Source: an optimization exercise on an open RTL-to-GDS flow (aim: small area). Production flows keep margins and buffers that such runs may drop.
In this exercise RTL edits were held to simulation tests only and were not proved equivalent to the original.

==> flow/config.mk <==
export PLATFORM = sky130hd
export DESIGN_NAME = Lab1
export DESIGN_NICKNAME = Lab1
export VERILOG_FILES = /design/flow/design.v
export SDC_FILE = /design/flow/constraint.sdc
export NUM_CORES = 4
export LEC_CHECK = 0
export CAP_MARGIN = 20
export CORE_MARGIN = 2
export CORE_UTILIZATION = 40
export SLEW_MARGIN = 20
export SYNTH_HIERARCHICAL = 1
export SYNTH_MINIMUM_KEEP_SIZE = 0
==> flow/constraint.sdc <==
create_clock -name core_clock -period 160.0 [get_ports {CLOCK_50}]
set_input_delay 32.0000 -clock core_clock [delete_from_list [all_inputs] [get_ports {CLOCK_50}]]
set_output_delay 32.0000 -clock core_clock [all_outputs]
set_load 0.01 [all_outputs]
==> flow/design.v <==
module Debounce(
	input i_in,
	input i_clk,
	input i_rst,
	output o_debounced,
	output o_neg,
	output o_pos
);
	parameter CNT_N = 7;
	localparam CNT_BIT = $clog2(CNT_N+1);
	logic o_debounced_r, o_debounced_w;
	logic [CNT_BIT-1:0] counter_r, counter_w;
	logic neg_r, neg_w, pos_r, pos_w;
	assign o_debounced = o_debounced_r;
	assign o_pos = pos_r;
	assign o_neg = neg_r;
	always_comb begin
		pos_w = ~o_debounced_r &  o_debounced_w;
		neg_w =  o_debounced_r & ~o_debounced_w;
		if (i_in != o_debounced_r) begin
			counter_w = counter_r - 1;
		end else begin
			counter_w = CNT_N;
		end
		if (counter_r == 0) begin
			o_debounced_w = ~o_debounced_r;
		end else begin
			o_debounced_w = o_debounced_r;
		end
	end
	always_ff @(posedge i_clk) begin
		if (i_rst) begin
			o_debounced_r <= 1'b1;
			counter_r <= CNT_N;
			neg_r <= 1'b0;
			pos_r <= 1'b0;
		end else begin
			o_debounced_r <= o_debounced_w;
			counter_r <= counter_w;
			neg_r <= neg_w;
			pos_r <= pos_w;
		end
	end
endmodule
module SevenHexDecoder(
	input [6:0] i_hex,
	output logic [6:0] o_seven_hun,
	output logic [6:0] o_seven_ten,
	output logic [6:0] o_seven_one
);
	function automatic [6:0] seg(input [3:0] d);
		case (d)
			0: seg = 7'b1000000; 1: seg = 7'b1111001; 2: seg = 7'b0100100; 3: seg = 7'b0110000;
			4: seg = 7'b0011001; 5: seg = 7'b0010010; 6: seg = 7'b0000010; 7: seg = 7'b1011000;
			8: seg = 7'b0000000; 9: seg = 7'b0010000; default: seg = 7'b1111111;
		endcase
	endfunction
	function automatic [3:0] add3(input [3:0] d);
		case (d)
			5: add3 = 8; 6: add3 = 9; 7: add3 = 10; 8: add3 = 11; 9: add3 = 12;
			default: add3 = d;
		endcase
	endfunction
	wire [3:0] a1 = add3({1'b0, i_hex[6:4]});
	wire [3:0] a2 = add3({a1[2:0], i_hex[3]});
	wire [3:0] a3 = add3({a2[2:0], i_hex[2]});
	wire [3:0] a4 = add3({a3[2:0], i_hex[1]});
	wire [3:0] ones = {a4[2:0], i_hex[0]};
	wire [3:0] b1 = add3({1'b0, a1[3], a2[3], a3[3]});
	wire [4:0] tens_h = {b1, a4[3]};    
	wire hun = tens_h[4];
	wire [3:0] tens = tens_h[3:0];
	wire blank_ten = ~hun & (tens == 0);
	assign o_seven_hun = hun ? 7'b1111001 : 7'b1111111;
	assign o_seven_ten = blank_ten ? 7'b1111111 : seg(tens);
	assign o_seven_one = seg(ones);
endmodule
module Top(
	input i_clk,
	input i_rst,
	input i_start,
	input [17:0] i_sw,
	output logic [6:0] o_random_out
);
	parameter SHOW_NUM = 15;
	parameter DELAY0 = 34;
	parameter DELAY1 = 131;
	parameter DELAY2 = 242;
	parameter DELAY3 = 297;
	parameter DELAY4 = 372;
	localparam [31:0] MUL_T = 32'd48271;      
	localparam [31:0] MUL_R = 32'd22695433;   
	function automatic [8:0] delay_of(input [3:0] n);
		if (n < 5)       delay_of = DELAY0;
		else if (n < 9)  delay_of = DELAY1;
		else if (n < 12) delay_of = DELAY2;
		else if (n < 14) delay_of = DELAY3;
		else             delay_of = DELAY4;
	endfunction
	function automatic [31:0] cdelay_rot(input [3:0] n);
		logic [31:0] c;
		if (n < 5)       c = MUL_T * DELAY0;
		else if (n < 9)  c = MUL_T * DELAY1;
		else if (n < 12) c = MUL_T * DELAY2;
		else if (n < 14) c = MUL_T * DELAY3;
		else             c = MUL_T * DELAY4;
		cdelay_rot = {c[30:0], c[31]};
	endfunction
	logic sw;             
	logic idle;           
	logic [3:0] run_num;  
	logic [8:0] left;     
	logic [31:0] rdm;
	logic [31:0] tmul;    
	logic [31:0] prod;    
	wire done = (run_num == SHOW_NUM);
	wire draw = sw && !done && (idle || left == 0);
	wire [31:0] prod_g = prod & {32{!idle}};
	wire [31:0] sum;
	wire [32:0] sum_c;
	assign sum_c[0] = 1'b0;
	genvar i;
	generate
		for (i = 0; i < 32; i++) begin : sum_add
			FullAdd u(.a(tmul[i]), .b(prod_g[i]), .ci(sum_c[i]), .s(sum[i]), .co(sum_c[i+1]));
		end
	endgenerate
	wire [31:0] rdm_new = (&sum) ? 32'd0 : sum;
	wire [4:0] idx = left[4:0];
	wire [31:0] mul_r_rot = {MUL_R[30:0], MUL_R[31]};
	wire [31:0] cdel = cdelay_rot(run_num);
	wire prod_k = mul_r_rot[idx];
	wire prod_c = cdel[idx];
	wire [31:0] pp = rdm & {32{prod_k}};
	wire [31:0] prod_next;
	wire [31:0] prod_cy;
	assign prod_next[0] = prod_c ^ pp[0];
	assign prod_cy[0] = prod_c & pp[0];
	generate
		for (i = 1; i < 31; i++) begin : prod_add
			FullAdd u(.a(prod[i-1]), .b(pp[i]), .ci(prod_cy[i-1]), .s(prod_next[i]), .co(prod_cy[i]));
		end
	endgenerate
	assign prod_next[31] = prod[30] ^ pp[31] ^ prod_cy[30];
	logic [31:0] tmul_next;
	always_comb begin
		logic c;
		c = 1'b0;
		for (int k = 0; k < 32; k++) begin
			tmul_next[k] = tmul[k] ^ MUL_T[k] ^ c;
			c = (tmul[k] & MUL_T[k]) | (tmul[k] & c) | (MUL_T[k] & c);
		end
	end
	always_ff @(posedge i_clk) begin
		if (i_rst) begin
			sw <= 0;
			idle <= 1;
			run_num <= 0;
			rdm <= 0;
			tmul <= 0;
		end
		else begin
			tmul <= tmul_next;
			if (i_start)
				sw <= ~sw;
			if (sw)
				idle <= 0;
			if (!sw)
				run_num <= 0;
			else if (draw)
				run_num <= run_num + 1;
			if (draw)
				rdm <= rdm_new;
		end
	end
	always_ff @(posedge i_clk) begin
		if (!sw)
			left <= DELAY0;
		else if (draw)
			left <= delay_of(run_num + 1);
		else
			left <= left - 1;
		prod <= prod_next;
	end
	wire [6:0] rem_inc;    
	RemInc rem0(.i_rdm(rdm), .i_m(i_sw[6:0]), .o_rem_inc(rem_inc));
	always_comb begin
		if (!sw)
			o_random_out = 0;
		else if (done && i_sw[17])
			o_random_out = i_sw[16:10];
		else
			o_random_out = rem_inc;
	end
endmodule
module RemInc(input [31:0] i_rdm, input [6:0] i_m, output [6:0] o_rem_inc);
	wire [31:0] rdm = i_rdm;
	wire [6:0] m = i_m;
	wire [6:0] nm = ~m;
	genvar j, i;
	logic [6:0] r [0:7];
	assign r[0] = 7'd0;
	generate
		for (j = 0; j < 7; j++) begin : rs
			wire [7:0] t = {r[j], rdm[31-j]};
			wire [8:0] c;
			wire [7:0] d;
			assign c[0] = 1'b1;
			for (i = 0; i < 8; i++) begin : bit_
				wire mb = (i < 7) ? nm[i] : 1'b1;
				assign d[i] = t[i] ^ mb ^ c[i];
				assign c[i+1] = (t[i] & mb) | (t[i] & c[i]) | (mb & c[i]);
			end
			wire [6:0] keep = (7'd1 << (j + 1)) - 7'd1;
			assign r[j+1] = (c[8] ? d[6:0] : t[6:0]) & keep;
		end
	endgenerate
	logic [6:0] q [7:32];
	logic sub [7:32];
	assign q[7] = r[7];
	assign sub[7] = 1'b1;
	generate
		for (j = 7; j < 32; j++) begin : ns
			NrStage st(.i_r(q[j]), .i_sub(sub[j]), .i_b(rdm[31-j]), .i_m(m), .o_r(q[j+1]), .o_sub(sub[j+1]));
		end
	endgenerate
	wire neg = ~sub[32];
	wire [7:0] cc;
	assign cc[0] = 1'b1;
	generate
		for (i = 0; i < 7; i++) begin : fin
			wire a = m[i] & neg;
			assign o_rem_inc[i] = q[32][i] ^ a ^ cc[i];
			assign cc[i+1] = (q[32][i] & a) | (q[32][i] & cc[i]) | (a & cc[i]);
		end
	endgenerate
endmodule
module NrStage(input [6:0] i_r, input i_sub, input i_b, input [6:0] i_m, output [6:0] o_r, output o_sub);
	wire [7:0] t = {i_r, i_b};
	wire [7:0] c;
	assign o_r[0] = i_b ^ i_m[0];
	assign c[1] = i_sub ? (i_b | ~i_m[0]) : (i_b & i_m[0]);
	genvar i;
	generate
		for (i = 1; i < 7; i++) begin : bit_
			FullAdd u(.a(t[i]), .b(i_m[i] ^ i_sub), .ci(c[i]), .s(o_r[i]), .co(c[i+1]));
		end
	endgenerate
	assign o_sub = ~(t[7] ^ i_sub ^ c[7]);
endmodule
module FullAdd(input a, input b, input ci, output s, output co);
	assign s = a ^ b ^ ci;
	assign co = (a & b) | (a & ci) | (b & ci);
endmodule
module Lab1(
	input CLOCK_50,
	input RST,
	input KEY0,
	input [17:0] SW,
	output [6:0] HEX0,
	output [6:0] HEX1,
	output [6:0] HEX2
);
	logic keydown;
	logic [6:0] random_value;
	Debounce deb0(
		.i_in(KEY0),
		.i_clk(CLOCK_50),
		.i_rst(RST),
		.o_neg(keydown)
	);
	Top top0(
		.i_clk(CLOCK_50),
		.i_rst(RST),
		.i_start(keydown),
		.i_sw(SW),
		.o_random_out(random_value)
	);
	SevenHexDecoder seven_dec0(
		.i_hex(random_value),
		.o_seven_hun(HEX2),
		.o_seven_ten(HEX1),
		.o_seven_one(HEX0)
	);
endmodule
==> flow/flow/run.sh <==
#!/bin/bash
# Standard layout, with the glue logic of the standard synthesis remapped for area:
# 1. the standard synthesis (standard.sh), unchanged;
# 2. yosys re-reads its netlist, keeps every flip-flop, full adder, half adder and tie cell as it
#    is, turns the other cells back into logic and maps that logic again with an area-oriented
#    ABC script, and writes the netlist back in place of the synthesis result;
# 3. the rest of the standard layout (standard.sh finish) on that netlist.
set -euo pipefail
W=$PWD
R=$W/orfs/results/$FLOW_PLATFORM/Lab1/base
LIB=$FLOW_HOME/platforms/$FLOW_PLATFORM/lib/sky130_fd_sc_hd__tt_025C_1v80.lib
YOSYS=$FLOW_HOME/../tools/install/yosys/bin/yosys

bash standard.sh "$R/1_2_yosys.v" > $W/flow_synth.log 2>&1
cp "$R/1_2_yosys.v" $W/std_1_2_yosys.v

python3 $W/flow/comb_lib.py "$LIB" $W/comb.lib > $W/comb_lib.log 2>&1
$YOSYS -p "read_liberty -lib $LIB; read_liberty -overwrite $W/comb.lib; read_verilog $W/std_1_2_yosys.v; \
hierarchy -check -top $FLOW_TOP; flatten; opt_clean -purge; \
abc -liberty $LIB -dont_use *lpflow* -dont_use *probe* -script $W/flow/remap.abc; opt_clean -purge; \
write_verilog -noattr $W/remap_raw.v" > $W/flow_remap.log 2>&1
$YOSYS -p "read_liberty -lib $LIB; read_verilog $W/remap_raw.v; hierarchy -check -top $FLOW_TOP; \
hilomap -singleton -hicell sky130_fd_sc_hd__conb_1 HI -locell sky130_fd_sc_hd__conb_1 LO; \
insbuf -buf sky130_fd_sc_hd__buf_1 A X; splitnets; opt_clean -purge; check -assert; \
stat -liberty $LIB; write_verilog -noattr -noexpr -nohex -nodec $W/remap.v" > $W/flow_remap2.log 2>&1
cp $W/remap.v "$R/1_2_yosys.v"

bash standard.sh > $W/flow_layout.log 2>&1
cmp -s $W/remap.v "$R/1_2_yosys.v" || { echo "synthesis result was rebuilt" >&2; exit 1; }
==> flow/flow/comb_lib.py <==
# Writes the platform library's combinational cells (no flip-flops, latches, full or half
# adders, tie, tap, fill or low-power cells) to a liberty file, for remapping the glue logic.
import re, sys
src = open(sys.argv[1]).read()
m = re.search(r'\n\s*cell\s*\(', src)
header = src[:m.start()]
cell_re = re.compile(r'\n\s*cell\s*\(\s*"?(\w+)"?\s*\)\s*\{')
pos = m.start()
out = []
skip = ['__df', '__edf', '__sdf', '__dl', '__fa_', '__ha_', '__conb', '__tap', '__fill', '__decap',
        '__diode', '__probe', '__lpflow', '__macro', '__sdl', '__einv', '__ebuf']
while True:
    m = cell_re.search(src, pos)
    if not m:
        break
    depth = 0
    j = m.end() - 1
    while True:
        c = src[j]
        if c == '{':
            depth += 1
        elif c == '}':
            depth -= 1
            if depth == 0:
                break
        j += 1
    if not any(k in m.group(1) for k in skip):
        out.append(src[m.start():j + 1])
    pos = j + 1
open(sys.argv[2], 'w').write(header + ''.join(out) + '\n}\n')
==> flow/flow/remap.abc <==
strash
dch
map -a
topo
==> flow/standard.sh <==
#!/bin/bash
# synth_recipe.tcl (not shown) runs the flow's synth.tcl, then flattens the netlist and writes it again
# the make line also repeats each setting of config.mk as NAME=value (left out here)
make -C /OpenROAD-flow-scripts/flow DESIGN_CONFIG=/design/flow/config.mk WORK_HOME=/design/flow/orfs CLKGATE_MAP_FILE= SYNTH_SCRIPT=/design/flow/synth_recipe.tcl "${@:-finish}"
==> flow_results.org, run 1 <==
** Outcome
- The flow ran to the end and the layout has no timing, DRC or antenna violations.

** Floorplan
- IO Count :: 42
- The core region is 32,700 µm².
- Initial core utilization :: 40.90%
- The floorplan step set the die height to 186.9 µm.
- Die X-Extent :: 186.9 µm
- Row generation in the floorplan step produced 66 rows.
- Floorplan die area :: 34,910 µm²

** Placement
- Area after detailed placement :: 14,550 µm²
- At the end of routability-driven placement, the weighted congestion stood at 0.8463.
- Detailed placer's ending HPWL :: 23,360 µm
- In this run the tool buffered the top-level ports with 33 buffer cells.

** GRT
- Overflow left after global routing :: 0
- Initial antenna violation count :: 1
- Maximum number of pins on one net before global-route repair :: 69
- The first global-routing pass estimated 50,870 µm of wire.
- Vias in the first global route :: 10.54k
- Across every metal layer, demand over resource in global routing totals 17.80%.

** Clock network
- Skew-Pair Late Insertion Delay :: 420 ps
- Counting the buffers created by CTS gives 17.
- Clock-pin slew on the worst setup and hold paths :: 50 ps
- The clock passes through at most 2 buffers.
- Clock tree synthesis found a total of 116 sinks.
- After clock tree synthesis, the flow added hold-fix buffers numbering 0.
- TritonCTS clock tree :: built
- The tree is rooted in a clkbuf_16.
- The clock tree synthesis step divided the H-tree into 4 levels.

** Timing
- Final period util :: 97.30%
- Fmax :: 6.424 MHz
- The final hold violation count was 0.
- At the pin with the least slew margin, the transition time is 742.5 ps.
- Setup total negative slack on the finished layout was measured at 0 ps.
- Setup violations remaining at the end of the flow were counted as 0.
- The number of pins exceeding their max-slew limit in the final report was 0.
- Post-Route Skew :: 12.20 ps
- Worst relative slew slack :: 50.50%
- On the final layout, the worst hold slack is 395.4 ps.
- The routed design could run at a clock period as short as 155,670 ps.

** Routing
- Wires add up to 29,000 µm.
- Remaining design rule violation count :: 0
- Overall via count from detail_route :: 9,953
- Drt wl/cell :: 14.31 µm
- Once detail routing completed, the nets flagged for antenna violations numbered 0.
- In the routed layout, each cell is associated on average with a via count of 4.910.
- Number of iterations in the first detailed-routing pass :: 5
- 1st-iter DRT viols :: 511

** Setup path
- For this design, the slowest cell found on the critical path is clkdlybuf4s50_1.
- Of all nets on the critical path, the largest fanout is 11.
- STA classifies the critical path endpoint as an output port.
- Data arrives at the worst endpoint at 123,670 ps.
- Crit path kind :: in2out
- Number of buffer and inverter instances along the worst setup path :: 25
- The critical path starts at SW[6].
- Data on the critical path is required at its endpoint by 128,000 ps.
- In this design, the stage delay of the slowest critical-path cell is 560 ps.
- CP top delay family :: adder cells
- In this run the critical register-to-register path is launched from top0.left[0].
- By instance count, the cell type seen most on the critical path is fa_1.
- Crit path launch type :: input pin

** Cells and area
- Antenna Cells :: 0
- Final standard cell area without fillers :: 15,860 µm²
- Net count reported at finish :: 1,891
- The top cell types in the final layout, fill and taps aside, are nor2_1, fa_1, xor2_1, clkinv_1, nand2_1.
- From synthesis to final layout, the design area changed by 18.55%.
- The post-route netlist has 12.81% of its cells at a drive strength greater than 1.
- Most frequent standard cell in the layout excluding fill and tap cells :: nor2_1

** Min path
- Worst Hold Launch :: deb0.counter_r[0]
- Worst min path class :: reg2reg

** Yosys
- Synth Area per Inst :: 9.217 µm²
- Yosys warnings :: 16
- Post-synthesis cell count :: 1,451
- Synthesized cell area :: 13,370 µm²

** Run
- Max-cap violations in this run came to 0.
## metal layers
metal	vias to the layer above	global-route usage [%]	routed length [µm]
met1	4944	22.55	12440
met3	24	2.064	981
met5	-	0	0
met2	152	32.44	15210
li1	4833	-	-
met4	0	4.090	365
## timing repair
action | 4_1_cts | 5_1_grt
pin swaps | 3 | 25
resized for setup | 14 | 109
setup buffers | 0 | 27
setup endpoints to repair | 14 | 16
## worst paths after layout
path	endpoint	cells after the start	slack, ps
setup / recovery	HEX0[1]	337	4330
hold / removal	deb0.counter_r[0]	1	400
setup reg to reg	top0.prod[31]	41	145170
hold reg to reg	deb0.counter_r[0]	1	400
## cell type report
| class | count | area (µm²) |
|---|---|---|
| fill | 3157 | 16850 |
| multi-input combinational | 1144 | 10770 |
| sequential | 116 | 2323 |
| timing repair buffer | 97 | 834.6 |
| inverter | 196 | 745.7 |
| tap | 442 | 553.0 |
| clock buffer | 19 | 442.9 |
| clock inverter | 13 | 182.7 |
## per-stage QoR
step	std cells	util (%)	worst slack, ps
5_1_grt	2027	48.48	-195.5
4_1_cts	2000	46.64	20.80
3_5_place_dp	1968	44.49	-1505
3_3_place_gp	1968	44.49	-428.9
6_report	2027	48.48	4326
2_1_floorplan	1462	-	1024
## flip-flops by register name, indices dropped and copies added (netlist names)
register and count:
deb0.counter_r 3, deb0.neg_r 1, deb0.o_debounced_r 1, top0.idle 1, top0.left 9, top0.prod 32, top0.rdm 32, top0.run_num 4
top0.sw 1, top0.tmul 32
==> run 2: changes to the inputs <==
--- a/flow/config.mk
+++ b/flow/config.mk
@@ -9,4 +9,6 @@
 export CORE_MARGIN = 2
 export CORE_UTILIZATION = 40
+export CTS_BUF_LIST = sky130_fd_sc_hd__clkbuf_4
+export GPL_TIMING_DRIVEN = 0
 export SLEW_MARGIN = 20
 export SYNTH_HIERARCHICAL = 1
==> flow_results.org, run 2 <==
** Setup path
- Cell occurring most often along the worst timing path :: fa_1
- Along the worst path, the maximum fanout reaches 18.
- At the worst endpoint, the arrival time is 124,380 ps.
- Register-to-register path setup slack :: 145,060 ps
- Counting both buffers and inverters, the worst setup path holds a total of 22.
- At the worst endpoint, the required time is 128,000 ps.
- On the worst path, the slowest cell contributes a delay of 530 ps.
- The worst setup path is of the in2out kind.
- The worst setup path is captured at an output port.
- The slowest stage of the critical path belongs to the cell fa_2.
- CP top delay family :: adder cells
- Worst r2r src :: top0.left[0]
- Depth of the worst register-to-register path :: 40
- Critical register-to-register path endpoint :: top0.prod[31]
- Crit path launch type :: input pin

** Timing
- Setup violations remaining at the end of the flow were counted as 0.
- Adding up every negative setup slack in the final design gives 0 ps.
- The worst path in the final design needs a cycle of 156,380 ps, including I/O delays and setup.
- Fmax :: 6.395 MHz
- Slew at the pin closest to its max-slew limit :: 835.5 ps
- The worst pin sits at a relative slew slack of 43.95%.
- Hold timing on the final database bottoms out at a slack of 404.9 ps.
- Hold violation total from the final report :: 0
- Post-Route Skew :: 18.40 ps
- The number of pins exceeding their max-slew limit in the final report is 0.
- Final period util :: 97.74%

** Min path
- Worst hold endpoint :: deb0.counter_r[0]
- Worst Hold Launch :: deb0.counter_r[0]
- Cell count of the worst hold path :: 1
- Worst min path class :: reg2reg

** GRT
- Aggregate global-route resource usage :: 17.33%
- Overflow left after global routing :: 0
- The via count of the first global-routing pass was 10.37k.
- Entering global routing, the biggest net connects 69 pins.
- Initial antenna violation count :: 1
- The first global-routing pass estimated 49,590 µm of wire.

** Clock network
- H-tree levels :: 4
- Clock-pin slew on the worst setup and hold paths :: 100 ps
- TritonCTS clock tree :: built
- Clock root buffer :: clkbuf_4
- Skew-Pair Late Insertion Delay :: 520 ps
- Clock Sinks :: 116
- Counting the buffers created by CTS gives 17.
- Maximum clock insertion buffer count :: 2

** Floorplan
- The floorplan step set the die width to 186.9 µm.
- Row count :: 66
- The floorplan step set the die height to 186.9 µm.
- For this configuration, the core starts out at a cell density of 40.90%.
- Pin placement for this block handled 42 I/O pins.
- Floorplan die area :: 34,910 µm²
- The core region is 32,700 µm².

** Routing
- Number of iterations in the first detailed-routing pass :: 5
- After detailed routing, the total wire length is 28,980 µm.
- The count of nets left with antenna violations once routing finished came out at 0.
- Using the TritonRoute via totals, the vias-per-cell ratio works out to 4.914.
- Overall via count from detail_route :: 9,980
- After detailed routing, the number of remaining DRC violations is 0.
- For this block, the initial DRC count from the detailed router was 515.
- After detailed routing, the average wire length per cell comes to 14.27 µm.

** Placement
- The congestion estimate from routability-driven global placement came to 0.8378.
- During placement, the flow inserted port buffers numbering 33.
- Once detailed placement completed, the half-perimeter wirelength came to 22,370 µm.
- In this run the cell area measured after placement is 14,350 µm².
- Cells after DPL :: 1,939

** Cells and area
- In the final layout, the registers with the most flip-flops are top0.prod (32), top0.rdm (32), top0.tmul (32).
- Area overhead of the layout relative to synthesis :: 17.54%
- The multi-input combinational cells in the finished layout cover a total of 10,960 µm².
- In the final design database the tool counted 1,895 nets.
- Fill cells in the final layout number 3,175.
- Of the cells placed in the final design, the portion with a size suffix greater than 1 is 13.66%.
- The library cell used most frequently in the layout, excluding fill and tap cells, is nor2_1.
- Sequential cell area :: 2323 µm²
- Final standard cell area without fillers :: 15,720 µm²
- Top library cells by usage in the layout, fill and taps aside :: nor2_1, fa_1, clkinv_1, xor2_1, dfxtp_1
- Leaving out filler cells and counting taps, the final layout contains 2,031.

** Outcome
- The flow ran to the end and the layout has no timing, DRC or antenna violations.

** Yosys
- Yosys printed 16 warnings.
- Dividing the synthesized area by the synthesized cell count gives 9.217 µm².
- Synthesized cell area :: 13,370 µm²
- The cell count after synthesis came out at 1,451.

** Run
- MaxCap Viol Count :: 0
==> run 2: layout make-up <==
cell class	instances	share of cell area, %
Inverter	196	4.776
Clock buffer	21	1.003
Antenna cell	1	0.01592
Tap cell	442	3.518
Buffer	6	0.1433
Sequential cell	116	14.78
Timing Repair Buffer	95	5.333
Clock inverter	10	0.7004
Multi-Input combinational cell	1144	69.73
==> run 2: worst reg2reg max path: cells and delay by family, from the launching register on <==
family                   cells  cell delay (ps)
AO/OA/AOI/OAI                2              240
AND/OR/NAND/NOR              2              330
flip-flops                   1              590
buffers and inverters        2             1030
XOR/XNOR                     2              310
adder cells (fa/ha/maj)     32            12360
==> run 2: timing repair <==
action,4_1_cts,5_1_grt
resized for setup,77,101
hold buffers,0,0
buffers inserted,15,45
pin swaps,9,29
endpoints found under the setup margin,16,16
==> run 2: worst max path at each step <==
stage	depth (start not counted)	slack [ps]	startpoint	end
floorplan	324	1020	SW[6]	HEX1[0]
global placement	325	-9770	SW[0]	HEX1[4]
detailed placement	320	-9740	SW[1]	HEX1[4]
CTS	333	10	SW[6]	HEX1[4]
global route	335	-260	SW[6]	HEX1[3]
finish	330	3620	SW[3]	HEX0[0]
==> run 2: per-stage QoR <==
step                      setup WS (ps)  util, %
final                              3623    48.07
after global routing             -255.8    48.07
after CTS                         10.26    45.93
after detailed placement          -9742    43.87
after global placement            -9768    43.73
after floorplan                    1024        -
==> run 2: routing by layer <==
metal	part of all wire [%]	track usage (%)	up-vias	wire length, µm
met5	0	0	-	0
met4	1.4	3.816	0	403
met3	2.5	1.970	28	710
met2	52	31.33	164	15210
met1	44	22.28	4955	12650
li1	-	-	4833	-
==> run 3: changes to the inputs <==
==> flow/flow/run.sh (replaced) <==
#!/bin/bash
# Standard layout with three changes:
# 1. after the standard synthesis (standard.sh, unchanged), the logic that does not feed the
#    HEX outputs (the generator's next-state logic) is remapped for area: yosys turns those cells
#    back into logic and maps it again with an area-oriented ABC script; every flip-flop, full
#    adder, half adder and tie cell, and all logic feeding the outputs, stay as synthesized;
# 2. port buffers are buf_1 instead of the default buffer cell;
# 3. clock tree from clkbuf_4/clkbuf_8 buffers, without dummy loads.
set -euo pipefail
W=$PWD
R=$W/orfs/results/$FLOW_PLATFORM/Lab1/base
LIB=$FLOW_HOME/platforms/$FLOW_PLATFORM/lib/sky130_fd_sc_hd__tt_025C_1v80.lib
YOSYS=$FLOW_HOME/../tools/install/yosys/bin/yosys

bash standard.sh "$R/1_2_yosys.v" > $W/flow_synth.log 2>&1
cp "$R/1_2_yosys.v" $W/std_1_2_yosys.v

python3 $W/flow/comb_lib.py "$LIB" $W/comb.lib > $W/comb_lib.log 2>&1
cat > $W/remap.ys <<EOF
read_liberty -lib $LIB
read_verilog $W/std_1_2_yosys.v
hierarchy -check -top $FLOW_TOP
select -set outcone o:* %ci*:-sky130_fd_sc_hd__dfxtp_1[D,CLK]
select -set keep t:sky130_fd_sc_hd__dfxtp_1 t:sky130_fd_sc_hd__fa_1 t:sky130_fd_sc_hd__ha_1 t:sky130_fd_sc_hd__conb_1
select -set gen t:* @outcone %d @keep %d
submod -name genlogic @gen
read_liberty -overwrite $W/comb.lib
flatten genlogic
opt_clean -purge genlogic
abc -liberty $LIB -dont_use *lpflow* -dont_use *probe* -script $W/flow/remap.abc genlogic
opt_clean -purge genlogic
read_liberty -lib -overwrite $LIB
flatten
opt_clean -purge
write_verilog -noattr $W/remap_raw.v
EOF
$YOSYS -s $W/remap.ys > $W/flow_remap.log 2>&1
$YOSYS -p "read_liberty -lib $LIB; read_verilog $W/remap_raw.v; hierarchy -check -top $FLOW_TOP; \
hilomap -singleton -hicell sky130_fd_sc_hd__conb_1 HI -locell sky130_fd_sc_hd__conb_1 LO; \
insbuf -buf sky130_fd_sc_hd__buf_1 A X; splitnets; opt_clean -purge; check -assert; \
stat -liberty $LIB; write_verilog -noattr -noexpr -nohex -nodec $W/remap.v" > $W/flow_remap2.log 2>&1
cp $W/remap.v "$R/1_2_yosys.v"

bash standard.sh \
  "BUFFER_PORTS_ARGS=-buffer_cell sky130_fd_sc_hd__buf_1" \
  "CTS_ARGS=-sink_clustering_enable -repair_clock_nets -dont_use_dummy_load -buf_list {sky130_fd_sc_hd__clkbuf_4 sky130_fd_sc_hd__clkbuf_8}" \
  finish > $W/flow_layout.log 2>&1
cmp -s $W/remap.v "$R/1_2_yosys.v" || { echo "synthesis result was rebuilt" >&2; exit 1; }
--- a/flow/config.mk
+++ b/flow/config.mk
@@ -9,6 +9,4 @@
 export CORE_MARGIN = 2
 export CORE_UTILIZATION = 40
-export CTS_BUF_LIST = sky130_fd_sc_hd__clkbuf_4
-export GPL_TIMING_DRIVEN = 0
 export SLEW_MARGIN = 20
 export SYNTH_HIERARCHICAL = 1
==> flow_results.org, run 3 <==
** GRT
- Maximum number of pins on one net before global-route repair :: 69
- Wire length of the first global-routing pass :: 49,420 µm
- Overflow left after global routing :: 0
- Vias in the first global route :: 9,914
- Initial antenna violation count :: 0
- Across every metal layer, demand over resource in global routing totals 16.31%.

** Cells and area
- Leaving out fill and tap cells, the most frequent cell in the layout is fa_1.
- The final layout contains 1,785 nets.
- Top library cells by usage in the layout, fill and taps aside :: fa_1, nor2_1, xor2_1, clkinv_1, dfxtp_1
- Layout cells sized above 1 :: 10.66%
- From synthesis to final layout, the design area changed by 6.601%.
- Cells fill 43.04% of the core in the end.
- The largest registers in the layout are top0.prod (32), top0.rdm (32), top0.tmul (32).
- Number of filler instances in the final layout :: 3,511
- Antenna Cells :: 0

** Yosys
- During synthesis, Yosys emitted a total of 16 warnings.
- Synth Area per Inst :: 10.07 µm²
- Synthesized cell area :: 14,290 µm²
- Post-synthesis cell count :: 1,419

** Timing
- Setup TNS :: 0 ps
- Hold violation total from the final report :: 0
- Clock skew on the completed layout was measured at 29.94 ps.
- Slew Limit Fails :: 0
- The worst pin sits at a relative slew slack of 33.90%.
- Timing would allow up to 6.388 MHz.
- Count of final setup violators :: 0
- The worst path in the final design needs a cycle of 156,530 ps, including I/O delays and setup.
- Slew at the pin closest to its max-slew limit :: 991.5 ps
- Of the available clock period, the critical path in the final layout requires 97.83%.

** Routing
- The final layout contains routed wiring with a total length of 28,190 µm.
- The detailed router finished its first iteration with 352 violations.
- Remaining design rule violation count :: 0
- The routed layout has 9,573 vias.
- The first detailed-routing pass ran for 5 iterations.
- Once detail routing completed, the nets flagged for antenna violations numbered 0.
- Drt wl/cell :: 14.64 µm
- In the routed layout, each cell is associated on average with a via count of 4.973.

** Floorplan
- Floorplan die height :: 193.0 µm
- The die covers 37,260 µm².
- Die X-Extent :: 193.0 µm
- The core region is 35,400 µm².
- The floorplan has 69 rows.
- For this configuration, the core starts out at a cell density of 40.37%.
- IO Count :: 42

** Clock network
- The tree built by TritonCTS fans out to 116 sinks.
- Cts bufs inserted :: 17
- Clock-pin slew on the worst setup and hold paths :: 50 ps
- Clock tree synthesis selected as its root buffer the cell clkbuf_8.
- In this run the deepest clock path goes through 2 buffers.
- TritonCTS clock tree :: built
- The clock tree synthesis step divided the H-tree into 4 levels.
- The clock reaches the later pin of the worst-skew pair after 420 ps.

** Setup path
- Signal arrival time at the worst endpoint :: 124,530 ps
- Crit path launch type :: input pin
- In this design, the largest share of critical-path delay is due to adder cells.
- Slowest CP cell :: or3_1
- Highest fanout seen on the critical path :: 33
- Counting stages on the worst path, the most repeated cell is fa_1.
- Data required time of the critical path :: 128,000 ps
- The worst setup path is captured at an output port.
- The worst setup path is of the in2out kind.
- Number of buffer and inverter instances along the worst setup path :: 8
- Max incr delay on CP :: 510 ps

** Placement
- Number of input and output port buffers inserted :: 33
- At the end of routability-driven placement, the weighted congestion stood at 0.8323.
- Detailed placer's ending HPWL :: 21,740 µm

** Run
- Max-cap violations in this run came to 0.

** Outcome
- Outcome :: no timing/DRC/antenna violations

** Min path
- The worst hold path belongs to the class reg2reg.
==> run 3: worst paths after layout <==
path              cells after the start  slack (ps)         startpoint                 to
setup reg to reg                     40      144860          top0.idle        top0.rdm[0]
hold reg to reg                       1         390  deb0.counter_r[0]  deb0.counter_r[0]
setup / recovery                    273        3470              SW[6]            HEX1[4]
hold / removal                        1         390  deb0.counter_r[0]  deb0.counter_r[0]
==> run 3: timing repair <==
item / CTS / global route
resized for setup: 0 / 39
setup buffers: 0 / 24
hold buffers: 0 / 0
setup endpoints to repair: 0 / 16
==> run 3: routing by layer <==
| layer | vias up | part of all wire [%] | GRT usage (%) |
|---|---|---|---|
| met5 | - | 0 | 0 |
| met4 | 0 | 0.73 | 2.885 |
| met3 | 16 | 3.0 | 1.882 |
| met2 | 149 | 48 | 27.38 |
| met1 | 4782 | 48 | 23.03 |
| li1 | 4626 | - | - |
==> run 3: stage by stage <==
| step | std cells | hold WS, ps | setup WS, ps | instance area, µm² |
|---|---|---|---|---|
| after floorplan | 1423 | 369.4 | 8004 | 14310 |
| after global placement | 1884 | 377.7 | 2223 | 14740 |
| after detailed placement | 1884 | 385.9 | 1286 | 14740 |
| after CTS | 1901 | 399.1 | 1268 | 14970 |
| after global routing | 1925 | 417.7 | -151.0 | 15230 |
| final | 1925 | 394.4 | 3466 | 15230 |
==> run 3: cell type report <==
type	count	area (µm²)	area share, %
multi-input combinational	1088	11000	72.22
sequential	116	2322	15.24
inverter	165	620.6	4.074
tap	461	576.8	3.786
timing repair buffer	78	479.2	3.146
clock buffer	17	234.0	1.536
==> run 4: changes to the inputs <==
--- a/flow/design.v
+++ b/flow/design.v
@@ -50,15 +50,17 @@
 );
 	function automatic [6:0] seg(input [3:0] d);
-		case (d)
-			0: seg = 7'b1000000; 1: seg = 7'b1111001; 2: seg = 7'b0100100; 3: seg = 7'b0110000;
-			4: seg = 7'b0011001; 5: seg = 7'b0010010; 6: seg = 7'b0000010; 7: seg = 7'b1011000;
-			8: seg = 7'b0000000; 9: seg = 7'b0010000; default: seg = 7'b1111111;
-		endcase
+		seg[0] = ~((~d[2] & ~d[0]) | d[1] | (d[2] & d[0]) | d[3]);
+		seg[1] = ~(~d[2] | (~d[1] & ~d[0]) | (d[1] & d[0]));
+		seg[2] = ~d[2] & d[1] & ~d[0];
+		seg[3] = (~d[3] & ~d[2] & ~d[1] & d[0]) | (d[2] & ~d[1] & ~d[0]) | (d[2] & d[1] & d[0]);
+		seg[4] = d[0] | (d[2] & ~d[1]);
+		seg[5] = ~((~d[1] & ~d[0]) | d[2] | d[3]);
+		seg[6] = (~d[3] & ~d[2] & ~d[1]) | (d[2] & d[1] & d[0]);
 	endfunction
 	function automatic [3:0] add3(input [3:0] d);
-		case (d)
-			5: add3 = 8; 6: add3 = 9; 7: add3 = 10; 8: add3 = 11; 9: add3 = 12;
-			default: add3 = d;
-		endcase
+		add3[0] = (d[3] & ~d[0]) | (~d[3] & ~d[2] & d[0]) | (d[2] & d[1] & ~d[0]);
+		add3[1] = (d[3] & ~d[0]) | (~d[2] & d[1]) | (d[1] & d[0]);
+		add3[2] = (d[3] & d[0]) | (d[2] & ~d[1] & ~d[0]);
+		add3[3] = (d[2] & d[0]) | (d[2] & d[1]) | d[3];
 	endfunction
 	wire [3:0] a1 = add3({1'b0, i_hex[6:4]});
@@ -68,10 +70,9 @@
 	wire [3:0] ones = {a4[2:0], i_hex[0]};
 	wire [3:0] b1 = add3({1'b0, a1[3], a2[3], a3[3]});
-	wire [4:0] tens_h = {b1, a4[3]};    
-	wire hun = tens_h[4];
-	wire [3:0] tens = tens_h[3:0];
-	wire blank_ten = ~hun & (tens == 0);
-	assign o_seven_hun = hun ? 7'b1111001 : 7'b1111111;
-	assign o_seven_ten = blank_ten ? 7'b1111111 : seg(tens);
+	wire hun = b1[3];
+	wire [3:0] tens = {b1[2:0], a4[3]};
+	wire blank_ten = ~hun & (tens == 4'd0);
+	assign o_seven_hun = {4'b1111, ~hun, ~hun, 1'b1};
+	assign o_seven_ten = seg(tens) | {7{blank_ten}};
 	assign o_seven_one = seg(ones);
 endmodule
==> flow_results.org, run 4 <==
** Routing
- The final route contains 9,546 vias.
- Post-detailed-route via-to-cell ratio :: 5.008
- The final layout contains routed wiring with a total length of 28,430 µm.
- After detailed routing, the average wire length per cell comes to 14.92 µm.
- Antenna violation net count after detailed routing :: 0
- Number of iterations in the first detailed-routing pass :: 5
- Remaining design rule violation count :: 0
- 1st-iter DRT viols :: 400

** Cells and area
- In the final layout, the registers with the most flip-flops are top0.prod (32), top0.rdm (32), top0.tmul (32).
- Area overhead of the layout relative to synthesis :: 5.376%
- Antenna Cells :: 0
- The net count of the finished layout is 1,756.
- In the layout the commonest cells are fa_1, nor2_1, xor2_1, clkinv_1, dfxtp_1.
- Utilization after layout :: 42.58%
- Layout cells sized above 1 :: 9.412%
- Number of filler instances in the final layout :: 3,461
- Most frequent standard cell in the layout excluding fill and tap cells :: fa_1
- Post-layout instance count excluding filler cells :: 1,906

** Clock network
- Clock Sinks :: 116
- TritonCTS clock tree :: built
- Cts bufs inserted :: 17
- The longest clock path from root to sink contains 2 buffers.
- Clock root buffer :: clkbuf_8
- At the later pin of the worst-skew pair, clock insertion delay measures 410 ps.
- After clock tree synthesis, the clock-pin slew on the worst setup and hold paths is 70 ps.
- The clock tree synthesis step divided the H-tree into 4 levels.

** Outcome
- Outcome :: no timing/DRC/antenna violations

** Setup path
- The worst setup path is of the in2out kind.
- For this design, the slowest cell found on the critical path is fa_1.
- Data required time of the critical path :: 128,000 ps
- Among the stages of the critical path, the cell type that occurs most often is fa_1.
- The worst setup path is captured at an output port.
- STA classifies the critical path startpoint as an input pin.
- At the worst endpoint, the arrival time is 124,410 ps.
- Highest fanout seen on the critical path :: 33
- On the worst path, the slowest cell contributes a delay of 550 ps.

** Timing
- Worst relative slew slack :: 47.75%
- Static timing analysis puts the maximum clock frequency at 6.394 MHz.
- Final setup slack of the worst path :: 3593 ps
- Hold violation total from the final report :: 0
- Setup TNS :: 0 ps
- Post-Route Skew :: 23.07 ps
- Count of final setup violators :: 0
- After layout, the worst path uses 97.75% of the clock period.
- Setup repair after global routing left no endpoint under its margin.
- Slew at the pin closest to its max-slew limit :: 783.8 ps
- Slew Limit Fails :: 0
- Minimum clock period :: 156,410 ps

** Floorplan
- Row count :: 69
- Initial core utilization :: 40.41%
- Core area :: 35,310 µm²
- 42 I/O pins were placed.
- Die X-Extent :: 192.9 µm
- In this run the vertical extent of the chip is 192.9 µm.
- Floorplan die area :: 37,200 µm²

** Yosys
- During synthesis, Yosys emitted a total of 16 warnings.
- Synthesis produced a netlist whose cell count is 1,421.
- Synthesized cell area :: 14,270 µm²
- In this run the mean area of a mapped cell was 10.04 µm².

** Placement
- Post-Place Worst Slack :: 1804 ps
- The congestion estimate from routability-driven global placement came to 0.8437.
- Including well taps, the total number of placed cells is 1,884.
- During placement, the flow inserted port buffers numbering 33.
- Detailed placer's ending HPWL :: 22,180 µm

** Min path
- The tightest min-delay check is of the reg2reg type.

** GRT
- Maximum number of pins on one net before global-route repair :: 57
- The number of antenna violations at the first check in global routing is 0.
- Vias in the first global route :: 9,956
- Wire length of the first global-routing pass :: 49,470 µm
- Overflow left after global routing :: 0
- Aggregate global-route resource usage :: 16.45%

** Run
- Across the run, the number of max-cap violations was 0.
==> run 4: cell count changes in the layout (fill, tap and decap cells not counted), moves of 8 or more <==
| cell | delta |
|---|---|
| nor4_1 | +8 |
| buf_4 | -18 |
| nand2_1 | -12 |
| ha_1 | -10 |
| o21ai_0 | +10 |
| a21oi_1 | +11 |
| nor2_1 | -11 |
==> run 4: path summary, 6_finish.rpt <==
path	from	endpoint	slack (ps)	cells past startpoint
worst min register to register	deb0.counter_r[0]	deb0.counter_r[0]	400	1
worst max-delay path	SW[6]	HEX0[3]	3590	269
worst max register to register	top0.run_num[2]	top0.prod[31]	144810	40
worst min-delay path	deb0.counter_r[0]	deb0.counter_r[0]	400	1
==> run 4: layout make-up <==
class	count	area [µm²]	share of cell area, %
flip-flops and latches	116	2322	15.44
inverters	170	639.4	4.252
well taps	461	576.8	3.836
clock buffers	17	234.0	1.556
multi-input cells	1082	10920	72.65
repair buffers	60	340.3	2.263
==> run 4: through the flow <==
stage	hold WS (ps)	area, µm²
after floorplan	369.4	14280
after global placement	377.3	14710
after detailed placement	383.4	14710
after CTS	402.7	14940
after global routing	424.8	15040
final	397.0	15040
==> run 4: per-layer routing <==
layer  track usage [%]  vias up  part of all wire (%)
met5                 0        -                     0
met4             3.112        0                  0.93
met3             1.618       24                   3.3
met2             28.34      183                    49
met1             22.57     4707                    47
li1                  -     4632                     -
==> run 4: repair_timing <==
action,in CTS,in global routing
gates resized for setup,0,31
hold buffers,0,0
setup buffers,0,5
endpoints found under the setup margin,0,16
==> run 4: critical path: cells and delay by family <==
family          cells  cell delay (ps)
buf+inv             8             1020
simple gates       21             4160
compound gates     10             1760
mux                26             8110
xor+xnor           27             9210
fa+ha+maj         177            68050
==> run 5: changes to the inputs <==
--- a/flow/flow/run.sh
+++ b/flow/flow/run.sh
@@ -2,7 +2,9 @@
 # Standard layout with three changes:
 # 1. after the standard synthesis (standard.sh, unchanged), the logic that does not feed the
-#    HEX outputs (the generator's next-state logic) is remapped for area: yosys turns those cells
-#    back into logic and maps it again with an area-oriented ABC script; every flip-flop, full
-#    adder, half adder and tie cell, and all logic feeding the outputs, stay as synthesized;
+#    HEX outputs (the generator's next-state logic), and the last few levels of logic before the
+#    outputs (the seven-segment decoder), are remapped for area: yosys turns those cells back into
+#    logic and maps it again with an area-oriented ABC script; every flip-flop, full adder, half
+#    adder and tie cell, and the rest of the logic feeding the outputs (the divider), stay as
+#    synthesized;
 # 2. port buffers are buf_1 instead of the default buffer cell;
 # 3. clock tree from clkbuf_4/clkbuf_8 buffers, without dummy loads.
@@ -22,6 +24,7 @@
 hierarchy -check -top $FLOW_TOP
 select -set outcone o:* %ci*:-sky130_fd_sc_hd__dfxtp_1[D,CLK]
+select -set near o:* %ci40
 select -set keep t:sky130_fd_sc_hd__dfxtp_1 t:sky130_fd_sc_hd__fa_1 t:sky130_fd_sc_hd__ha_1 t:sky130_fd_sc_hd__conb_1
-select -set gen t:* @outcone %d @keep %d
+select -set gen t:* @outcone %d @near %u @keep %d
 submod -name genlogic @gen
 read_liberty -overwrite $W/comb.lib
==> flow_results.org, run 5 <==
** Yosys
- For this run, the number of Yosys warnings is 16.
- Synth Area per Inst :: 9.580 µm²
- Post-synthesis cell count :: 1,439
- Synthesized cell area :: 13,790 µm²

** Routing
- The detailed router put a total of 13,080 µm of wire on met1.
- Top layer in use :: met4
- Antenna violation net count after detailed routing :: 0
- Post-detailed-route via-to-cell ratio :: 4.908
- Overall via count from detail_route :: 9,683
- After detailed routing, the met2 layer carries 14,560 µm of wire.
- 1st-iter DRT viols :: 379
- Before antenna repair, the detailed router went through 5 iterations.
- Drt wl/cell :: 14.62 µm
- After detailed routing, the number of remaining DRC violations is 0.
- Total wire length after detailed routing :: 28,850 µm
- Met3 WL post-DR :: 962 µm

** Floorplan
- 42 I/O pins were placed.
- Row count :: 67
- Measured along the y axis, the die boundary spans 189.6 µm.
- Initial core utilization :: 40.91%
- Floorplan die area :: 35,970 µm²
- Core area :: 33,700 µm²
- The die is 189.6 µm wide.

** Placement
- Detailed placer's ending HPWL :: 22,370 µm
- Including well taps, the total number of placed cells is 1,913.
- Input and output buffers added on the ports amount to 33.
- Global placement routability congestion :: 0.8446

** Outcome
- Outcome :: no timing/DRC/antenna violations

** Timing
- Final period util :: 97.73%
- Minimum clock period :: 156,370 ps
- At the pin with the least slew margin, the transition time is 772.1 ps.
- Fmax :: 6.395 MHz
- Worst relative slew slack :: 48.53%
- On the final layout, the worst clock skew is 22.99 ps.
- Setup violations remaining at the end of the flow were counted as 0.
- The final hold violation count is 0.
- Slew Limit Fails :: 0

** Setup path
- Endpoint class of the critical path :: output port
- In this run the worst path has a maximum fanout of 11.
- In this design, the critical path's most frequently occurring cell is fa_1.
- For the worst setup path, the data arrival time is 124,370 ps.
- Crit path launch type :: input pin
- On the critical path, the stage with the largest delay is an instance of or3_1.
- Data required time of the critical path :: 128,000 ps
- The critical path is of the in2out type.
- Depth of the worst register-to-register path :: 40
- In this design, the stage delay of the slowest critical-path cell is 480 ps.

** Cells and area
- Layout cells sized above 1 :: 10.56%
- From synthesis to final layout, the design area changed by 9.621%.
- In the layout the commonest cells are fa_1, nor2_1, xor2_1, clkinv_1, dfxtp_1.
- Fill cells in the final layout number 3,313.
- Leaving out fill and tap cells, the most frequent cell in the layout is fa_1.
- After the last flow step, the layout net total stands at 1,836.
- Utilization after layout :: 44.84%
- The largest registers in the layout are top0.prod (32), top0.rdm (32), top0.tmul (32).
- The repair_antennas step left the layout with diodes totalling 0.
- Post-layout instance count excluding filler cells :: 1,973

** GRT
- Wire length of the first global-routing pass :: 49,620 µm
- Maximum number of pins on one net before global-route repair :: 69
- Initial antenna violation count :: 1
- Aggregate global-route resource usage :: 17.00%
- Vias in the first global route :: 10.16k
- Overflow left after global routing :: 0

** Clock network
- After clock tree synthesis, the clock-pin slew on the worst setup and hold paths is 50 ps.
- Maximum clock insertion buffer count :: 2
- Clock root buffer :: clkbuf_8
- H-tree levels :: 4
- Buffers inserted during clock tree synthesis total 17.
- The later pin in the worst-skew pair is clocked with a latency of 440 ps.
- TritonCTS clock tree :: built
- Clock Sinks :: 116

** Min path
- Counting instances, the worst hold path has a depth of 1.
- The path class of the tightest hold or removal check is reg2reg.

** Run
- The tool flagged a number of max-cap violations equal to 0.
run 5: metal layers:
metal	track usage, %	vias to the layer above
met1	22.68	4739
met5	0	-
met2	29.77	166
met4	3.101	0
li1	-	4760
met3	2.343	18
run 5: repair_timing:
| action | in CTS | in global routing |
|---|---|---|
| setup endpoints to repair | 0 | 16 |
| hold buffers | 0 | 0 |
| buffers inserted | 0 | 43 |
| resized for setup | 0 | 33 |
run 5: worst max-delay path, delay by kind of cell:
family / cells / cell delay [ps]
buffers and inverters: 16 / 2070
XOR/XNOR: 35 / 8700
adder cells (fa/ha/maj): 177 / 69100
AND/OR/NAND/NOR: 30 / 5410
multiplexers: 15 / 4480
AO/OA/AOI/OAI: 18 / 2540
run 5: path summary, 6_finish.rpt:
check                                  startpoint           endpoint  slack [ps]
worst max-delay path                        SW[6]            HEX0[3]        3630
worst min-delay path            deb0.counter_r[0]  deb0.counter_r[0]         410
worst max register to register          top0.idle       top0.rdm[22]      144940
worst min register to register  deb0.counter_r[0]  deb0.counter_r[0]         410
run 5: metrics by stage:
stage / hold slack [ps] / worst slack, ps / cell area, µm² / setup TNS, ps
after floorplan: 369.4 / 5603 / 13800 / 0
after global placement: 378.0 / 1420 / 14460 / 0
after detailed placement: 397.6 / 313.6 / 14460 / 0
after CTS: 411.1 / 177.1 / 14700 / 0
after global routing: 412.2 / -15.08 / 15110 / -23.62
final: 409.0 / 3630 / 15110 / 0
run 5: cell type report:
| class | instances | area, µm² | share of cell area, % |
|---|---|---|---|
| well taps | 448 | 560.5 | 3.709 |
| inverters | 182 | 684.4 | 4.529 |
| flip-flops and latches | 116 | 2322 | 15.37 |
| multi-input cells | 1106 | 10640 | 70.43 |
| repair buffers | 104 | 666.9 | 4.413 |
| clock buffers | 17 | 234.0 | 1.548 |
==> run 6: changes to the inputs <==
--- a/flow/flow/run.sh
+++ b/flow/flow/run.sh
@@ -24,5 +24,5 @@
 hierarchy -check -top $FLOW_TOP
 select -set outcone o:* %ci*:-sky130_fd_sc_hd__dfxtp_1[D,CLK]
-select -set near o:* %ci40
+select -set near o:* %ci20
 select -set keep t:sky130_fd_sc_hd__dfxtp_1 t:sky130_fd_sc_hd__fa_1 t:sky130_fd_sc_hd__ha_1 t:sky130_fd_sc_hd__conb_1
 select -set gen t:* @outcone %d @near %u @keep %d
==> flow_results.org, run 6 <==
** Outcome
- Outcome :: no timing/DRC/antenna violations

** Clock network
- Cts bufs inserted :: 17
- Maximum clock insertion buffer count :: 2
- For the worst-skew pair, the clock arrives at the later sink with an insertion delay of 440 ps.
- The H-tree was split into 4 levels.
- Clock-pin slew was measured on the worst setup and hold paths at 60 ps.
- The tree is rooted in a clkbuf_8.
- For this design, the sink count on the clock tree is 116.
- TritonCTS clock tree :: built
- Post-CTS Hold Fix Bufs :: 0

** Cells and area
- The library cell used most frequently in the layout, excluding fill and tap cells, is fa_1.
- Layout cells sized above 1 :: 9.409%
- Combined area of the multi-input logic cells :: 10,630 µm²
- Fill cells in the final layout number 3,399.
- The top cell types in the final layout, fill and taps aside, are fa_1, nor2_1, xor2_1, clkinv_1, dfxtp_1.
- 0 antenna diodes ended up in the layout.
- At the end of the flow, the number of nets in the layout was 1,767.
- Biggest regs :: top0.prod (32), top0.rdm (32), top0.tmul (32)
- Area overhead of the layout relative to synthesis :: 6.962%
- Sequential cell area :: 2322 µm²

** Setup path
- By instance count, the cell type seen most on the critical path is fa_1.
- Highest fanout seen on the critical path :: 17
- Signal arrival time at the worst endpoint :: 124,490 ps
- Crit path kind :: in2out
- The worst setup path is launched from an input pin.
- The largest single stage delay on the critical path is 530 ps.
- Depth of the worst register-to-register path :: 40
- Among all stages on the critical path, the largest delay is contributed by fa_1.
- Data required time of the critical path :: 128,000 ps
- Endpoint class of the critical path :: output port

** Timing
- Timing would allow up to 6.390 MHz.
- Worst relative slew slack :: 48.55%
- Once routing completed, OpenROAD measured the worst setup slack at 3510 ps.
- Minimum clock period :: 156,490 ps
- Count of final setup violators :: 0
- Slew Limit Fails :: 0
- Setup TNS :: 0 ps
- The final hold violation count is 0.
- Final period util :: 97.81%
- Post-Route Skew :: 33.56 ps
- Slew at the pin closest to its max-slew limit :: 765.9 ps

** Routing
- Total wire length after detailed routing :: 28,500 µm
- Met2 wirelength from detailed routing :: 13,950 µm
- After the first detailed-routing iteration, the DRC count stood at 413.
- Remaining design rule violation count :: 0
- Before antenna repair, the detailed router went through 5 iterations.
- Post-detailed-route via-to-cell ratio :: 4.980
- The highest layer touched by signal routing is met4.
- Met1 routed wirelength after detailed routing :: 13,360 µm
- Drt wl/cell :: 14.92 µm
- Detailed routing placed a total of 942 µm of wire on met3.
- Across all layers, the routed design uses 9,517 vias.
- Antenna violation net count after detailed routing :: 0

** Floorplan
- Die X-Extent :: 190.2 µm
- In this run the core area contains 68 standard-cell rows.
- Core area :: 34,370 µm²
- The initial utilization of the core area, before any placement, comes to 40.36%.
- Floorplan die area :: 36,190 µm²
- 42 I/O pins were placed.
- The die is 190.2 µm tall.

** GRT
- Wire length of the first global-routing pass :: 49,650 µm
- Maximum number of pins on one net before global-route repair :: 69
- Vias in the first global route :: 9,899
- Summed over all layers, the global routing overflow is 0.
- Global routing used 16.92% of the available tracks.
- The number of antenna violations at the first check in global routing is 0.

** Placement
- Post-Place Worst Slack :: 875.9 ps
- Detailed placer's ending HPWL :: 22,050 µm
- At the end of routability-driven placement, the weighted congestion stood at 0.9220.
- The count of buffers added on input and output ports is 33.

** Run
- The tool flagged a number of max-cap violations equal to 0.

** Yosys
- Synthesized cell area :: 13,870 µm²
- After technology mapping, the gate count stands at 1,411.
- The Yosys step of the flow raised 16 warnings.
- The average instance in the mapped netlist occupies 9.832 µm².

** Min path
- Cell count of the worst hold path :: 1
- The path class of the tightest hold or removal check is reg2reg.
==> run 6: changes by cell type in the layout (fill, tap and decap cells not counted), sizes merged, moves of 5 or more <==
cell,previous run,this run
mux2,20,28
o211ai,5,12
buf,96,65
xnor2,19,7
a21oi,56,50
nand2,77,58
xnor3,15,23
o21ai,53,35
clkinv,172,167
==> run 6: area by class of cell <==
| class | count | area share (%) |
|---|---|---|
| Inverter | 177 | 4.486 |
| Sequential cell | 116 | 15.65 |
| Clock buffer | 17 | 1.577 |
| Tap cell | 455 | 3.836 |
| Multi-Input combinational cell | 1075 | 71.63 |
| Timing Repair Buffer | 71 | 2.825 |
==> run 6: critical path: cells and delay by family <==
family	cells	cell delay, ps
buffers and inverters	8	1100
xor gates and xnor gates	29	9070
adders and majority gates	176	68120
AOI/OAI and AO/OA	12	2410
muxes	23	7170
and+or+nand+nor	20	4470
==> run 6: routing by layer <==
| layer | vias to the layer above | track usage [%] |
|---|---|---|
| met4 | 0 | 3.160 |
| met5 | - | 0 |
| met3 | 25 | 2.356 |
| met1 | 4717 | 22.99 |
| li1 | 4596 | - |
| met2 | 179 | 29.06 |
==> run 6: timing repair <==
item / CTS / global route
gates resized for setup: 0 / 37
endpoints found under the setup margin: 0 / 16
setup buffers: 0 / 21
==> run 6: final timing paths <==
path                     startpoint                end  slack, ps
hold / removal    deb0.counter_r[0]  deb0.counter_r[0]        400
setup / recovery              SW[6]            HEX0[3]       3510
setup reg to reg    top0.run_num[3]      top0.prod[31]     145220
hold reg to reg   deb0.counter_r[0]  deb0.counter_r[0]        400
==> run 6: stage by stage <==
stage,instances,util (%),area (µm²),hold WS (ps)
finish,1911,43.17,14840,398.8
global route,1911,43.17,14840,421.9
CTS,1890,42.51,14610,403.2
detailed placement,1873,41.82,14380,388.3
global placement,1873,41.82,14380,378.3
floorplan,1415,-,13890,369.4
==> run 7: changes to the inputs <==
==> flow/flow/remap.abc (replaced) <==
strash
&get -n
&st
&synch2
&nf -R 1000
&put
strash
&get -n
&st
&dch -f
&nf -R 1000
&put
topo
==> flow_results.org, run 7 <==
** Outcome
- Outcome :: no timing/DRC/antenna violations

** Cells and area
- Measured on the finished design, the core utilization comes to 43.36%.
- Post-layout instance count excluding filler cells :: 1,750
- The library cell used most frequently in the layout, excluding fill and tap cells, is fa_1.
- Leaving out fill and tap cells, the most frequent cells in the layout are fa_1, xor2_1, dfxtp_1, nor2_1, nor2b_1.
- The net count of the finished layout is 1,613.
- The largest registers in the layout are top0.prod (32), top0.rdm (32), top0.tmul (32).
- The number of antenna diodes in the final layout is 0.
- Of the cells placed in the final design, the portion with a size suffix greater than 1 is 9.217%.
- Area overhead of the layout relative to synthesis :: 6.376%

** Clock network
- Clock-pin slew on the worst setup and hold paths :: 60 ps
- Clock tree synthesis selected as its root buffer the cell clkbuf_8.
- The clock drives 116 sinks.
- The clock passes through at most 2 buffers.
- The number of clock buffers added by TritonCTS is 17.
- For this design, the CTS-stage hold fixing added 0 buffers.
- TritonCTS clock tree :: built
- H-tree levels :: 4
- Skew-Pair Late Insertion Delay :: 430 ps

** GRT
- For this run, the total global-route usage over all layers was measured as 16.13%.
- Initial antenna violation count :: 0
- Vias in the first global route :: 9,331
- Wire length of the first global-routing pass :: 47,150 µm
- The total overflow left after global routing is 0.
- Entering global routing, the biggest net connects 71 pins.

** Setup path
- The cell that appears most often on the critical path is fa_1.
- The worst register-to-register path has a depth of 39.
- The critical path is of the in2out type.
- Max incr delay on CP :: 490 ps
- Endpoint class of the critical path :: output port
- The most critical setup path has its startpoint at SW[5].
- The startpoint identified for the worst register-to-register timing path is top0.left[1].
- Slowest CP cell :: or3_4
- Of all nets on the critical path, the largest fanout is 14.
- Data on the critical path is required at its endpoint by 128,000 ps.
- Signal arrival time at the worst endpoint :: 124,480 ps
- STA classifies the critical path startpoint as an input pin.

** Yosys
- Yosys warnings :: 16
- In this run the mean area of a mapped cell was 10.79 µm².
- The cell count after synthesis came out at 1,273.
- Summing every instance area after synthesis gives 13,740 µm².

** Routing
- The detailed router finished its first iteration with 274 violations.
- The count of nets left with antenna violations once routing finished came out at 0.
- In the routed design, unresolved DRC markers number 0.
- Across all layers, the routed design uses 8,890 vias.
- For this block, the routed nets add up to 26,860 µm of wire.
- Using the TritonRoute via totals, the vias-per-cell ratio works out to 5.080.
- Drt wl/cell :: 15.35 µm
- The pre-antenna-repair detailed-routing pass consisted of 4 iterations.

** Floorplan
- Floorplan die height :: 189.3 µm
- Floorplan die area :: 35,840 µm²
- Initial core utilization :: 40.76%
- IO Count :: 42
- The initialized floorplan defines 67 standard-cell rows.
- In this run the standard cell core region covers 33,700 µm².
- Die X-Extent :: 189.3 µm

** Placement
- After legalization and detailed placement, the total HPWL measured 20,670 µm.
- Buffers placed on the I/O ports in this run total 33.
- Post-Place Worst Slack :: 347.7 ps
- Cells after DPL :: 1,725
- The congestion estimate from routability-driven global placement came to 0.8329.

** Run
- MaxCap Viol Count :: 0

** Timing
- Minimum clock period :: 156,480 ps
- The final hold violation count came to 0.
- After layout, the worst path uses 97.80% of the clock period.
- Setup violations remaining at the end of the flow were counted as 0.
- Worst relative slew slack :: 35.14%
- Hold_ws :: 389.2 ps
- Post-Route Skew :: 34.39 ps
- Setup TNS :: 0 ps
- For the pin with the worst max-slew slack, the measured transition is 969.4 ps.
- Static timing analysis puts the maximum clock frequency at 6.391 MHz.
- Final setup slack of the worst path :: 3519 ps
- The number of pins exceeding their max-slew limit in the final report came to 0.

** Min path
- Counting instances, the worst hold path has a depth of 1.
- The path class of the tightest hold or removal check is reg2reg.
- The worst hold path begins at deb0.counter_r[0].
==> run 7: worst max-delay path: cells and delay by family <==
kind                     cells  cell delay [ps]
adder cells (fa/ha/maj)    176            67880
XOR/XNOR                    28             9160
multiplexers                26             8220
AND/OR/NAND/NOR             17             4170
AO/OA/AOI/OAI               12             2040
buffers and inverters        7              850
==> run 7: layer usage <==
layer / share of wire [%] / up-vias / GRT usage [%] / wire length (µm)
li1: - / 4300 / - / -
met3: 2.1 / 11 / 1.872 / 570
met4: 0.78 / 0 / 2.922 / 210
met5: 0 / - / 0 / 0
met2: 51 / 98 / 28.26 / 13700
met1: 46 / 4481 / 21.72 / 12370
==> run 7: cell type report <==
class                           instances  area, µm²
Fill cell                            3183      19090
Multi-Input combinational cell       1065      11010
Sequential cell                       116       2322
Tap cell                              448      560.5
Timing Repair Buffer                   55      299.0
Clock buffer                           17      234.0
Inverter                               49      185.2
==> run 7: repair_timing <==
| action | 4_1_cts | 5_1_grt |
|---|---|---|
| resized for setup | 0 | 42 |
| setup endpoints to repair | 0 | 16 |
| buffers inserted | 0 | 7 |
==> run 7: path summary, 6_finish.rpt <==
kind,to,slack (ps)
worst min-delay path,deb0.counter_r[0],390
worst max register to register,top0.prod[31],144970
worst min register to register,deb0.counter_r[0],390
worst max-delay path,HEX0[1],3520
==> run 7: per-stage QoR <==
| stage | area (µm²) |
|---|---|
| 2_1_floorplan | 13750 |
| 3_3_place_gp | 14210 |
| 3_5_place_dp | 14210 |
| 4_1_cts | 14440 |
| 5_1_grt | 14610 |
| 6_report | 14610 |

-- port drivers added, routing unchanged --
Ports are ideal in the flow. The routed layouts listed here were re-timed in OpenROAD.
Step 1 sets driving cells, clkbuf_16 on the clock port and buf_2 on the other inputs (assumed; they add their load-dependent delay and slew).
Step 2 also shifts input and output timing later by t, the mid clock arrival at the registers, as if the neighbouring blocks saw the same clock.
Three values: ideal, step 1, step 2; two values: the first two.
| run | shift t [ns] | slack for setup (ns) | hold WS [ns] | worst setup path after step 2 | slew at the worst register clock pin (ns) |
|---|---|---|---|---|---|
| run 1 | 0.458 | 4.326 / 4.306 / 4.306 | 0.395 / 0.395 / 0.395 | input to output | 0.06 / 0.06 |
| run 2 | 0.546 | 3.623 / 3.597 / 3.597 | 0.405 / 0.405 / 0.405 | input to output | 0.11 / 0.11 |
| run 3 | 0.449 | 3.466 / 3.446 / 3.446 | 0.394 / 0.394 / 0.394 | input to output | 0.08 / 0.08 |
| run 4 | 0.438 | 3.593 / 3.572 / 3.572 | 0.397 / 0.397 / 0.397 | input to output | 0.07 / 0.07 |
| run 5 | 0.459 | 3.630 / 3.606 / 3.606 | 0.409 / 0.409 / 0.409 | input to output | 0.07 / 0.07 |
| run 6 | 0.467 | 3.510 / 3.488 / 3.488 | 0.399 / 0.399 / 0.399 | input to output | 0.08 / 0.08 |
| run 7 | 0.455 | 3.519 / 3.500 / 3.500 | 0.389 / 0.389 / 0.389 | input to output | 0.08 / 0.08 |
After both steps setup and hold are still met in every run listed. The setup slack of run 2, which loses most, moves by -0.026 ns with the drivers and by -0.026 ns with both steps.
